This is an optimization exercise on Yosys and OpenROAD, whose aim is small area, not a production implementation.
Function was checked by simulation only, so behaviour that the tests miss may differ from the original.
Power figures rest on the tool's default switching activity, not on a simulated workload.

==> flow/design.v <==
`timescale 1ns / 1ps
module line_buffer #(
    parameter DATA_WIDTH = 16,
    parameter IMG_WIDTH  = 64,
    parameter RING       = 8
)(
    input  wire                  clk,
    input  wire                  shift,
    input  wire                  rotate,
    input  wire [DATA_WIDTH-1:0] ring_in,
    output wire [DATA_WIDTH-1:0] w00, w01, w02,
    output wire [DATA_WIDTH-1:0] w10, w11, w12,
    output wire [DATA_WIDTH-1:0] w20, w21, w22
);
    localparam DEPTH = 2*IMG_WIDTH + 2;
    reg [DATA_WIDTH-1:0] last;     
    function automatic integer ring_len(input integer start);
        integer d;
        begin
            ring_len = 1;
            for (d = 1; d <= RING; d = d + 1)
                if (RING % d == 0 && d <= DEPTH - start)
                    ring_len = d;
        end
    endfunction
    function automatic integer ring_first(input integer k);
        integer s;
        begin
            ring_first = 0;
            for (s = 0; s <= k; s = s + ring_len(s))
                ring_first = s;
        end
    endfunction
    function automatic integer ring_last(input integer k);
        ring_last = ring_first(k) + ring_len(ring_first(k)) - 1;
    endfunction
    genvar k;
    generate
        for (k = 0; k < DEPTH; k = k + 1) begin : pos
            localparam integer FIRST = ring_first(k);
            localparam integer LAST  = ring_last(k);
            reg [DATA_WIDTH-1:0] sr;
            if (k == 0) begin : head0
                always @(posedge clk)
                    sr <= ({DATA_WIDTH{shift}}  & ring_in)
                        | ({DATA_WIDTH{rotate}} & pos[LAST].sr);
            end else if (k == FIRST) begin : head
                always @(posedge clk)
                    sr <= ({DATA_WIDTH{shift}}  & pos[k-1].sr)
                        | ({DATA_WIDTH{rotate}} & pos[LAST].sr);
            end else begin : body
                always @(posedge clk)
                    sr <= pos[k-1].sr;
            end
        end
    endgenerate
    always @(posedge clk)
        last <= pos[DEPTH-1].sr;
    assign w22 = pos[0].sr;
    assign w21 = pos[1].sr;
    assign w20 = pos[2].sr;
    assign w12 = pos[IMG_WIDTH].sr;
    assign w11 = pos[IMG_WIDTH+1].sr;
    assign w10 = pos[IMG_WIDTH+2].sr;
    assign w02 = pos[2*IMG_WIDTH].sr;
    assign w01 = pos[2*IMG_WIDTH+1].sr;
    assign w00 = last;
endmodule
`timescale 1ns / 1ps
module sliding_window #(
    parameter DATA_WIDTH = 16,
    parameter IMG_WIDTH  = 64,
    parameter RING       = 8
)(
    input  wire                  clk,
    input  wire                  rst_n,
    input  wire [DATA_WIDTH-1:0] pixel_in,
    input  wire                  valid_in,
    output wire                  shift,
    output wire                  rotate,
    output reg  [DATA_WIDTH-1:0] ring_in,
    output reg                   valid_out
);
    localparam DLY   = RING - 1;
    localparam FIRST = 2*IMG_WIDTH + 2;       
    localparam RW    = $clog2(RING);
    reg [DATA_WIDTH-1:0] dly [0:DLY-1];
    reg [DLY-1:0]        pend;
    reg [RW-1:0]         rot;
    reg [RW-1:0]         rot_b;                
    reg [7:0]            cnt;                  
    wire                 full = (cnt == FIRST);
    reg          any_pend;
    reg [DLY-1:0] take;                        
    integer j;
    always @(*) begin
        any_pend = 1'b0;
        take     = {DLY{1'b0}};
        ring_in  = pixel_in;
        for (j = 0; j < DLY; j = j + 1)
            if (pend[j]) begin
                any_pend = 1'b1;
                take     = {DLY{1'b0}};
                take[j]  = 1'b1;
                ring_in  = dly[j];
            end
    end
    wire   avail  = any_pend || valid_in;
    assign shift  = (rot == 0) && avail;
    assign rotate = (rot_b != 0) || !avail;   
    wire   take_in = shift && !any_pend;       
    always @(posedge clk) begin
        dly[0] <= pixel_in;
        for (j = 1; j < DLY; j = j + 1)
            dly[j] <= dly[j-1];
    end
    always @(posedge clk or negedge rst_n) begin
        if (!rst_n) begin
            pend      <= 0;
            rot       <= 0;
            rot_b     <= 0;
            cnt       <= 0;
            valid_out <= 0;
        end else begin
            pend[0] <= valid_in && !take_in;
            for (j = 1; j < DLY; j = j + 1)
                pend[j] <= pend[j-1] && !(shift && take[j-1]);
            if (!shift)
                rot <= (rot == RING-1) ? {RW{1'b0}} : rot + 1'b1;
            if (rotate)
                rot_b <= (rot_b == RING-1) ? {RW{1'b0}} : rot_b + 1'b1;
            if (shift && !full)
                cnt <= cnt + 1'b1;
            valid_out <= shift && full;
        end
    end
endmodule
`timescale 1ns / 1ps
module conv_window #(
    parameter DATA_WIDTH = 16,
    parameter IMG_WIDTH  = 64
)(
    input  wire                  clk,
    input  wire                  rst_n,
    input  wire [DATA_WIDTH-1:0] pixel_in,
    input  wire                  valid_in,
    output wire [DATA_WIDTH-1:0] w00, w01, w02,
    output wire [DATA_WIDTH-1:0] w10, w11, w12,
    output wire [DATA_WIDTH-1:0] w20, w21, w22,
    output wire                  valid_out
);
    localparam RING = 6;
    wire                  shift, rotate;
    wire [DATA_WIDTH-1:0] ring_in;
    sliding_window #(
        .DATA_WIDTH(DATA_WIDTH),
        .IMG_WIDTH (IMG_WIDTH),
        .RING      (RING)
    ) u_sw (
        .clk      (clk),
        .rst_n    (rst_n),
        .pixel_in (pixel_in),
        .valid_in (valid_in),
        .shift    (shift),
        .rotate   (rotate),
        .ring_in  (ring_in),
        .valid_out(valid_out)
    );
    line_buffer #(
        .DATA_WIDTH(DATA_WIDTH),
        .IMG_WIDTH (IMG_WIDTH),
        .RING      (RING)
    ) u_lb (
        .clk      (clk),
        .shift    (shift),
        .rotate   (rotate),
        .ring_in  (ring_in),
        .w00(w00), .w01(w01), .w02(w02),
        .w10(w10), .w11(w11), .w12(w12),
        .w20(w20), .w21(w21), .w22(w22)
    );
endmodule
export LEC_CHECK = 0
export CAP_MARGIN = 10
export CORE_MARGIN = 2
export CORE_UTILIZATION = 70
export SLEW_MARGIN = 10
create_clock -name core_clock -period 7.0 [get_ports {clk}]
standard.sh (not shown) runs the stock make flow with config.mk's settings and CLKGATE_MAP_FILE= SYNTH_SCRIPT=/design/flow/synth_recipe.tcl, a recipe that flattens the netlist after the stock synthesis.
==> flow/flow/run.sh <==
#!/bin/bash
# Standard layout, with two changes: port buffers use the smallest buffer,
# and clock tree synthesis gets explicit clustering and no dummy loads.
set -euo pipefail
export BUFFER_PORTS_ARGS="-buffer_cell sky130_fd_sc_hd__buf_1"
export CTS_ARGS="-sink_clustering_enable -repair_clock_nets -sink_clustering_size 12 -sink_clustering_max_diameter 35 -buf_list sky130_fd_sc_hd__clkbuf_4 -dont_use_dummy_load"

bash standard.sh finish > standard.log 2>&1
The first run completed without violations.
Rerun with:
--- a/flow/config.mk
+++ b/flow/config.mk
@@ -7,5 +7,5 @@
 export LEC_CHECK = 0
-export CAP_MARGIN = 10
+export CAP_MARGIN = 30
 export CORE_MARGIN = 2
-export CORE_UTILIZATION = 70
-export SLEW_MARGIN = 10
+export CORE_UTILIZATION = 75
+export SLEW_MARGIN = 30
What happened: The changed run passed the timing, DRC and antenna checks; area after synthesis is unchanged; via count climbs slightly; core utilization came out higher by 5.1 points; hold slack improved by 0.0078 ns; fmax drops by a little under a tenth; sequential share of layout area rose by 0.18 points; non-clock buffer count does not change; sequential power stays flat.
Rerun with:
==> flow/flow/run.sh (replaced) <==
#!/bin/bash
# Standard layout, with two changes: port buffers use the smallest buffer,
# and clock tree synthesis gets explicit clustering and no dummy loads.
set -euo pipefail
export BUFFER_PORTS_ARGS="-buffer_cell sky130_fd_sc_hd__buf_1"
export CTS_ARGS="-sink_clustering_enable -repair_clock_nets -sink_clustering_size 11 -sink_clustering_max_diameter 35 -buf_list sky130_fd_sc_hd__clkbuf_4 -dont_use_dummy_load"

bash standard.sh finish > standard.log 2>&1
--- a/flow/config.mk
+++ b/flow/config.mk
@@ -9,3 +9,3 @@
 export CORE_MARGIN = 2
-export CORE_UTILIZATION = 75
+export CORE_UTILIZATION = 70
 export SLEW_MARGIN = 30
Effect: Synthesized cell count stays the same; design area climbs by 0.43%; die area climbs by 7.0%; setup slack gets better by 0.49 ns; via count is about the same; count of clock-buffer cells in the layout grows by 14; critical path depth decreases by 3; routed wire length shrinks by 0.58%; synthesized area stays the same; non-clock buffer count climbs by 1.


Another version of the RTL of conv_window (not shown whole).
For scale: about 49000 um^2 of cells after synthesis.
==> flow/config.mk <==
export PLATFORM = sky130hd
export DESIGN_NAME = conv_window
export DESIGN_NICKNAME = conv_window
export VERILOG_FILES = /design/flow/design.v
export SDC_FILE = /design/flow/constraint.sdc
export NUM_CORES = 8
export LEC_CHECK = 0
export CAP_MARGIN = 30
export CORE_MARGIN = 2
export CORE_UTILIZATION = 70
export SLEW_MARGIN = 30
==> flow/constraint.sdc <==
create_clock -name core_clock -period 7.0 [get_ports {clk}]
set_input_delay 1.4000 -clock core_clock [delete_from_list [all_inputs] [get_ports {clk}]]
set_output_delay 1.4000 -clock core_clock [all_outputs]
set_load 0.01 [all_outputs]
==> flow/flow/run.sh <==
#!/bin/bash
# Standard layout, with two changes: port buffers use the smallest buffer,
# and clock tree synthesis gets explicit clustering and no dummy loads.
set -euo pipefail
export BUFFER_PORTS_ARGS="-buffer_cell sky130_fd_sc_hd__buf_1"
export CTS_ARGS="-sink_clustering_enable -repair_clock_nets -sink_clustering_size 12 -sink_clustering_max_diameter 40 -buf_list sky130_fd_sc_hd__clkbuf_4 -dont_use_dummy_load"

bash standard.sh finish > standard.log 2>&1
Next try:
--- a/flow/flow/run.sh
+++ b/flow/flow/run.sh
@@ -6 +6 @@
-export CTS_ARGS="-sink_clustering_enable -repair_clock_nets -sink_clustering_size 12 -sink_clustering_max_diameter 40 -buf_list sky130_fd_sc_hd__clkbuf_4 -dont_use_dummy_load"
+export CTS_ARGS="-sink_clustering_enable -repair_clock_nets -sink_clustering_size 12 -sink_clustering_max_diameter 35 -buf_list sky130_fd_sc_hd__clkbuf_4 -dont_use_dummy_load"
CORE_UTILIZATION = 88   (was 70)
Result:
- The changed run died in 3_5_place_dp
- area after synthesis stays the same
- synthesized cell count does not change
Next try:
CORE_UTILIZATION = 70   (was 88)
This time the run ran to the end with no violations.
Synthesized area stays the same.
Synthesized cell count stays the same.
Next try:
GPL_TIMING_DRIVEN = 0   (was unset)
What happened: Power goes up by 1.4%; combinational power goes up by 21%; count of clock-buffer cells in the layout goes up by 1; worst setup slack is better by 0.19 ns; non-clock buffer count goes up by 72.


Another version of the RTL of conv_window (not shown whole).
Size in the first run: ~2100 cells after synthesis, about 2100 flip-flops.
Design conv_window, start of the top module:
module conv_window #(
    parameter DATA_WIDTH = 16,
    parameter IMG_WIDTH  = 64
)(
    input  wire                  clk,
    input  wire                  rst_n,
    input  wire [DATA_WIDTH-1:0] pixel_in,
    input  wire                  valid_in,
    output wire [DATA_WIDTH-1:0] w00, w01, w02,
    output wire [DATA_WIDTH-1:0] w10, w11, w12,
    output wire [DATA_WIDTH-1:0] w20, w21, w22,
    output wire                  valid_out
);
clock: 7.0 ns
lec_check: 0
cap_margin: 30
core_margin: 2
core_utilization: 70
slew_margin: 30
==> flow/flow/run.sh <==
#!/bin/bash
# Standard layout, with two changes: port buffers use the smallest buffer,
# and clock tree synthesis gets explicit clustering and no dummy loads.
set -euo pipefail
export BUFFER_PORTS_ARGS="-buffer_cell sky130_fd_sc_hd__buf_1"
export CTS_ARGS="-sink_clustering_enable -repair_clock_nets -sink_clustering_size 40 -sink_clustering_max_diameter 60 -buf_list sky130_fd_sc_hd__clkbuf_16 -dont_use_dummy_load"

bash standard.sh finish > standard.log 2>&1
The starting point completed without violations.
Edit:
==> flow/flow/run.sh (replaced) <==
#!/bin/bash
# Standard layout, with two changes: port buffers use the smallest buffer,
# and clock tree synthesis gets explicit clustering and no dummy loads.
set -euo pipefail
export BUFFER_PORTS_ARGS="-buffer_cell sky130_fd_sc_hd__buf_1"
export CTS_ARGS="-sink_clustering_enable -repair_clock_nets -sink_clustering_size 12 -sink_clustering_max_diameter 35 -buf_list sky130_fd_sc_hd__clkbuf_4 -dont_use_dummy_load"

bash standard.sh finish > standard.log 2>&1
--- a/flow/config.mk
+++ b/flow/config.mk
@@ -9,3 +9,3 @@
 export CORE_MARGIN = 2
-export CORE_UTILIZATION = 70
+export CORE_UTILIZATION = 80
 export SLEW_MARGIN = 30
Now the flow ended with an error in detailed placement. Synthesized area is unchanged. Synthesized cell count does not change.
Edit:
==> flow/run.sh (new file) <==
#!/bin/bash
# synth_recipe.tcl (not shown) runs the flow's synth.tcl, then flattens the netlist and writes it again
# the make line also repeats each setting of config.mk as NAME=value (left out here)
make -C /OpenROAD-flow-scripts/flow DESIGN_CONFIG=/design/flow/config.mk WORK_HOME=/design/flow/orfs CLKGATE_MAP_FILE= SYNTH_SCRIPT=/design/flow/synth_recipe.tcl finish
--- a/flow/config.mk
+++ b/flow/config.mk
@@ -9,3 +9,6 @@
 export CORE_MARGIN = 2
-export CORE_UTILIZATION = 80
+export CORE_UTILIZATION = 40
+export CTS_BUF_LIST = sky130_fd_sc_hd__clkbuf_8
+export CTS_CLUSTER_DIAMETER = 60
+export CTS_CLUSTER_SIZE = 20
 export SLEW_MARGIN = 30
removed: flow/flow/run.sh
removed: flow/standard.sh
Effect: The new run completed without violations; synthesized area stays the same; synthesized cell count does not change.
Edit:
==> flow/flow/run.sh (new file) <==
#!/bin/bash
# Standard layout, with two changes: port buffers use the smallest buffer,
# and clock tree synthesis gets explicit clustering and no dummy loads.
set -euo pipefail
export BUFFER_PORTS_ARGS="-buffer_cell sky130_fd_sc_hd__buf_1"
export CTS_ARGS="-sink_clustering_enable -repair_clock_nets -sink_clustering_size 20 -sink_clustering_max_diameter 45 -buf_list sky130_fd_sc_hd__clkbuf_8 -dont_use_dummy_load"

bash standard.sh finish > standard.log 2>&1
==> flow/standard.sh (new file) <==
#!/bin/bash
# synth_recipe.tcl (not shown) runs the flow's synth.tcl, then flattens the netlist and writes it again
# the make line also repeats each setting of config.mk as NAME=value (left out here)
make -C /OpenROAD-flow-scripts/flow DESIGN_CONFIG=/design/flow/config.mk WORK_HOME=/design/flow/orfs CLKGATE_MAP_FILE= SYNTH_SCRIPT=/design/flow/synth_recipe.tcl "${@:-finish}"
--- a/flow/config.mk
+++ b/flow/config.mk
@@ -9,6 +9,3 @@
 export CORE_MARGIN = 2
-export CORE_UTILIZATION = 40
-export CTS_BUF_LIST = sky130_fd_sc_hd__clkbuf_8
-export CTS_CLUSTER_DIAMETER = 60
-export CTS_CLUSTER_SIZE = 20
+export CORE_UTILIZATION = 70
 export SLEW_MARGIN = 30
removed: flow/run.sh
Result: The changed run went through all stages and came out clean. Setup slack improved by 380 ps. Critical path depth is unchanged. Power shrinks by a few percent.
Edit:
==> flow/run.sh (new file) <==
#!/bin/bash
# synth_recipe.tcl (not shown) runs the flow's synth.tcl, then flattens the netlist and writes it again
# the make line also repeats each setting of config.mk as NAME=value (left out here)
make -C /OpenROAD-flow-scripts/flow DESIGN_CONFIG=/design/flow/config.mk WORK_HOME=/design/flow/orfs CLKGATE_MAP_FILE= SYNTH_SCRIPT=/design/flow/synth_recipe.tcl finish
--- a/flow/config.mk
+++ b/flow/config.mk
@@ -9,3 +9,3 @@
 export CORE_MARGIN = 2
-export CORE_UTILIZATION = 70
+export CORE_UTILIZATION = 40
 export SLEW_MARGIN = 30
removed: flow/flow/run.sh
removed: flow/standard.sh
The new run produced a clean layout.
Via count rises by 5.0%.
Core utilization went down by 28 points.
Worst setup slack loses 310 ps.
Final area rose by 10%.
Combinational power is higher by 25%.
Global-route usage falls by 5.2 points.
Fmax fell by 9.3%.
Sequential power hardly moves.
Non-clock buffer count went up by 5.
Total power grows by 29%.
Edit:
--- a/flow/config.mk
+++ b/flow/config.mk
@@ -9,3 +9,6 @@
 export CORE_MARGIN = 2
-export CORE_UTILIZATION = 40
+export CORE_UTILIZATION = 70
+export CTS_BUF_LIST = sky130_fd_sc_hd__clkbuf_8
+export CTS_CLUSTER_DIAMETER = 50
+export CTS_CLUSTER_SIZE = 24
 export SLEW_MARGIN = 30
Result: Fmax goes down by 0.95%; first-iteration DRC count hardly moves; combinational power goes down by about 1%; critical path depth is unchanged; die area goes down by 42%; wire length goes down by 10%.

## port drivers added, routing unchanged
In the flow no input, the clock included, has a driving cell. The finished layouts below were timed again as built, in two steps. Step 1 (the two cells are an assumption about what drives the block):
set clk [get_ports {clk}]
set_driving_cell -lib_cell sky130_fd_sc_hd__clkbuf_16 $clk
set_driving_cell -lib_cell sky130_fd_sc_hd__buf_2 [delete_from_list [all_inputs] $clk]
Step 2 also shifts input and output timing later by t, the mid clock arrival at the registers, as if the neighbouring blocks saw the same clock. Slacks: no drivers / after step 1 / after step 2; pairs: no drivers / after step 1.
| run | t (ns) | slack for setup (ns) | hold WS [ns] |
|---|---|---|---|
| the first run of note 1 | 1.056 | 3.724 / 3.724 / 3.370 | 0.280 / 0.280 / 0.280 |
| the second run of note 1 | 1.049 | 3.437 / 3.437 / 3.082 | 0.288 / 0.278 / 0.288 |
| the third run of note 1 | 1.046 | 3.923 / 3.859 / 3.326 | 0.261 / 0.261 / 0.261 |
| the first run of note 2 | 1.032 | 3.844 / 3.844 / 3.402 | 0.276 / 0.276 / 0.276 |
| the third run of note 2 | 1.022 | 3.804 / 3.804 / 3.361 | 0.281 / 0.281 / 0.281 |
| the fourth run of note 2 | 1.058 | 3.993 / 3.932 / 3.450 | 0.248 / 0.248 / 0.248 |
| the first run of note 3 | 0.746 | 4.052 / 4.065 / 3.345 | 0.356 / 0.356 / 0.356 |
| the third run of note 3 | 0.911 | 3.627 / 3.559 / 3.316 | 0.369 / 0.369 / 0.369 |
| the fourth run of note 3 | 0.855 | 4.010 / 3.949 / 3.380 | 0.376 / 0.376 / 0.376 |
| the fifth run of note 3 | 0.865 | 3.704 / 3.632 / 3.354 | 0.369 / 0.369 / 0.369 |
| the sixth run of note 3 | 0.869 | 3.672 / 3.608 / 3.343 | 0.377 / 0.377 / 0.377 |
After both steps every run listed still meets setup and hold. For the first run of note 3, which loses most, drivers alone change the setup slack by +0.013 ns; drivers and shift together by -0.707 ns.
